From an optimization exercise on the open Yosys and OpenROAD flow, aimed at small area and a short achievable clock period; shortcuts taken in it are not production practice.
Power figures rest on the tool's default switching activity, not on a simulated workload.

onyx:
==> flow/design.v (excerpt) <==
module arm (
    input  logic        clk, rst,
    input  logic [31:0] InstrF,
    input  logic [31:0] ReadDataM,
    output logic [31:0] WriteDataM,
    output logic [31:0] PCF, ALUOutM,
    output logic        MemWriteM
);
Size in the first run: about 3000 cells after synthesis, about 760 flip-flops, ~160 I/O pins, about 34000 sq um of cells after synthesis.
clock: 16.0 ns
lec_check: 0
cap_margin: 20
core_margin: 2
core_utilization: 60
place_density: 0.72
slew_margin: 20
standard.sh (not shown) runs the stock make flow with config.mk's settings and CLKGATE_MAP_FILE= SYNTH_SCRIPT=/design/flow/synth_recipe.tcl, a recipe that flattens the netlist after the stock synthesis.
==> flow/flow/run.sh <==
#!/bin/bash
# Own flow: the standard layout (standard.sh: unchanged synthesis and
# steps). Timing repair is asked to keep a setup margin, so that the resizer
# works on the paths that set the achieved period; ports get buf_2 buffers
# instead of delay cells; clock tree synthesis adds no dummy loads and
# clusters up to 26 flip-flops per leaf buffer. The SDC and the clock period
# are the design's.
set -o pipefail
bash standard.sh SETUP_SLACK_MARGIN=11.65 \
  "BUFFER_PORTS_ARGS=-buffer_cell sky130_fd_sc_hd__buf_2" \
  "CTS_ARGS=-sink_clustering_enable -repair_clock_nets -dont_use_dummy_load -sink_clustering_size 26 -sink_clustering_max_diameter 100" \
  finish > standard.log 2>&1
The following lists how maple was set up differently from onyx:
diff --git a/flow/flow/run.sh b/flow/flow/run.sh
--- a/flow/flow/run.sh
+++ b/flow/flow/run.sh
@@ -7,5 +7,5 @@
 # are the design's.
 set -o pipefail
-bash standard.sh SETUP_SLACK_MARGIN=11.65 \
+bash standard.sh SETUP_SLACK_MARGIN=11.72 \
   "BUFFER_PORTS_ARGS=-buffer_cell sky130_fd_sc_hd__buf_2" \
   "CTS_ARGS=-sink_clustering_enable -repair_clock_nets -dont_use_dummy_load -sink_clustering_size 26 -sink_clustering_max_diameter 100" \
- maple has met1 layer usage reported by global route above what onyx had.
- Diff onyx -> maple | iteration count of the initial detailed-routing pass | decrease of 1
- maple gives more met2 layer usage reported by global route than onyx did.
- onyx -> maple: net count reported at finish increased slightly
- The post-layout minimum cycle time of maple was inferior to that of onyx.
- Per the comparison of maple with onyx, final core utilization went up, overall power after layout went up.
- maple against onyx: relative max-transition margin shows a reduction of 2.9 points; global-route wire length before repair picked up an extra 1500 um.
- Of onyx and maple, maple shows the lower clock group share of total power, with onyx above it.
### maple -> zinc
- swapping 20 for 5 in CAP_MARGIN
- swapping 20 for 5 in SLEW_MARGIN
diff --git a/flow/flow/run.sh b/flow/flow/run.sh
--- a/flow/flow/run.sh
+++ b/flow/flow/run.sh
@@ -7,5 +7,5 @@
 # are the design's.
 set -o pipefail
-bash standard.sh SETUP_SLACK_MARGIN=11.72 \
+bash standard.sh SETUP_SLACK_MARGIN=11.65 \
   "BUFFER_PORTS_ARGS=-buffer_cell sky130_fd_sc_hd__buf_2" \
   "CTS_ARGS=-sink_clustering_enable -repair_clock_nets -dont_use_dummy_load -sink_clustering_size 26 -sink_clustering_max_diameter 100" \
### Flow results
zinc ran to completion and came out clean on the timing, design-rule and antenna checks. Diff maple -> zinc | non-clock buffer count | decrease of 15. Between zinc and maple, the clock tree cell share of total cell area does not differ in any meaningful way. Diff maple..zinc | sum of net half-perimeters after detailed placement | unchanged. Between zinc and maple, the power per cell area figures differ only marginally. zinc ended up with a lower fraction of layout instances using a drive strength above 1 than maple did.
> inputs changed (zinc -> indigo)
- SLEW_MARGIN now 20, was 5
- CAP_MARGIN now 20, was 5
==> flow/flow/run.sh <==
#!/bin/bash
# Own flow: the standard layout (standard.sh: unchanged synthesis and
# steps). Timing repair is asked to keep a setup margin, so that the resizer
# works on the paths that set the achieved period; ports get buf_2 buffers
# instead of delay cells; clock tree synthesis adds no dummy loads and
# clusters up to 28 flip-flops per leaf buffer. The SDC and the clock period
# are the design's.
set -o pipefail
bash standard.sh SETUP_SLACK_MARGIN=11.6 \
  "BUFFER_PORTS_ARGS=-buffer_cell sky130_fd_sc_hd__buf_2" \
  "CTS_ARGS=-sink_clustering_enable -repair_clock_nets -dont_use_dummy_load -sink_clustering_size 28 -sink_clustering_max_diameter 100" \
  finish > standard.log 2>&1
[summary]
- indigo closes out successfully: all stages finished, all timing, DRC and antenna checks passed.
- On number of cells after detailed placement, indigo tracks zinc almost exactly.
- Against zinc, indigo comes in 48 lower on final cell count.
- indigo vs zinc, worst endpoint data arrival time went up by 30 ps.
- Utilization in indigo is 0.94 points below zinc.
- Sort zinc and indigo by portion of total power attributed to combinational logic asc -> top: indigo
- Sort zinc and indigo by number of global-route vias before repair, descending, and zinc comes first.
- In the tables for zinc and indigo, combined flip-flop and latch cell area reads higher with zinc.
- Switching fraction of total power delta (zinc -> indigo): insignificant
- Relative area change from synthesis to final layout ended up 1.6 points lower on indigo than on zinc.
- Compared indigo vs zinc, and actual transition at the worst max-transition pin is down in indigo.
- Re fraction of synthesized cell area in xor and xnor cells: no difference whatsoever between indigo and zinc.
No run of this note included a check of the RTL's function; only the layout flow was run.

[re-timing with driven ports]
How much do the figures lean on ideal ports? The routed layouts below were timed once more, with nothing changed but the port constraints.
Step 1 assumes that a clkbuf_16 drives the clock port and a buf_2 every other input.
Step 2 times the ports against the registers' clock, not the clock port: input delays grow and output delays shrink by t, the midpoint of the rising clock arrivals with the driver on.
a / b / c = ideal / step 1 / step 2; a / b = the first two.
run | shift t [ns] | slack for setup (ns) | worst setup path after step 2
onyx | 0.665 | 11.663 / 11.598 / 11.279 | input to register
maple | 0.667 | 11.660 / 11.592 / 11.207 | input to register
zinc | 0.665 | 11.663 / 11.598 / 11.279 | input to register
indigo | 0.648 | 11.627 / 11.562 / 11.062 | input to register
After both steps setup and hold are still met in every run listed. For indigo, which loses most, drivers alone change the setup slack by -0.065 ns; drivers and shift together by -0.565 ns.
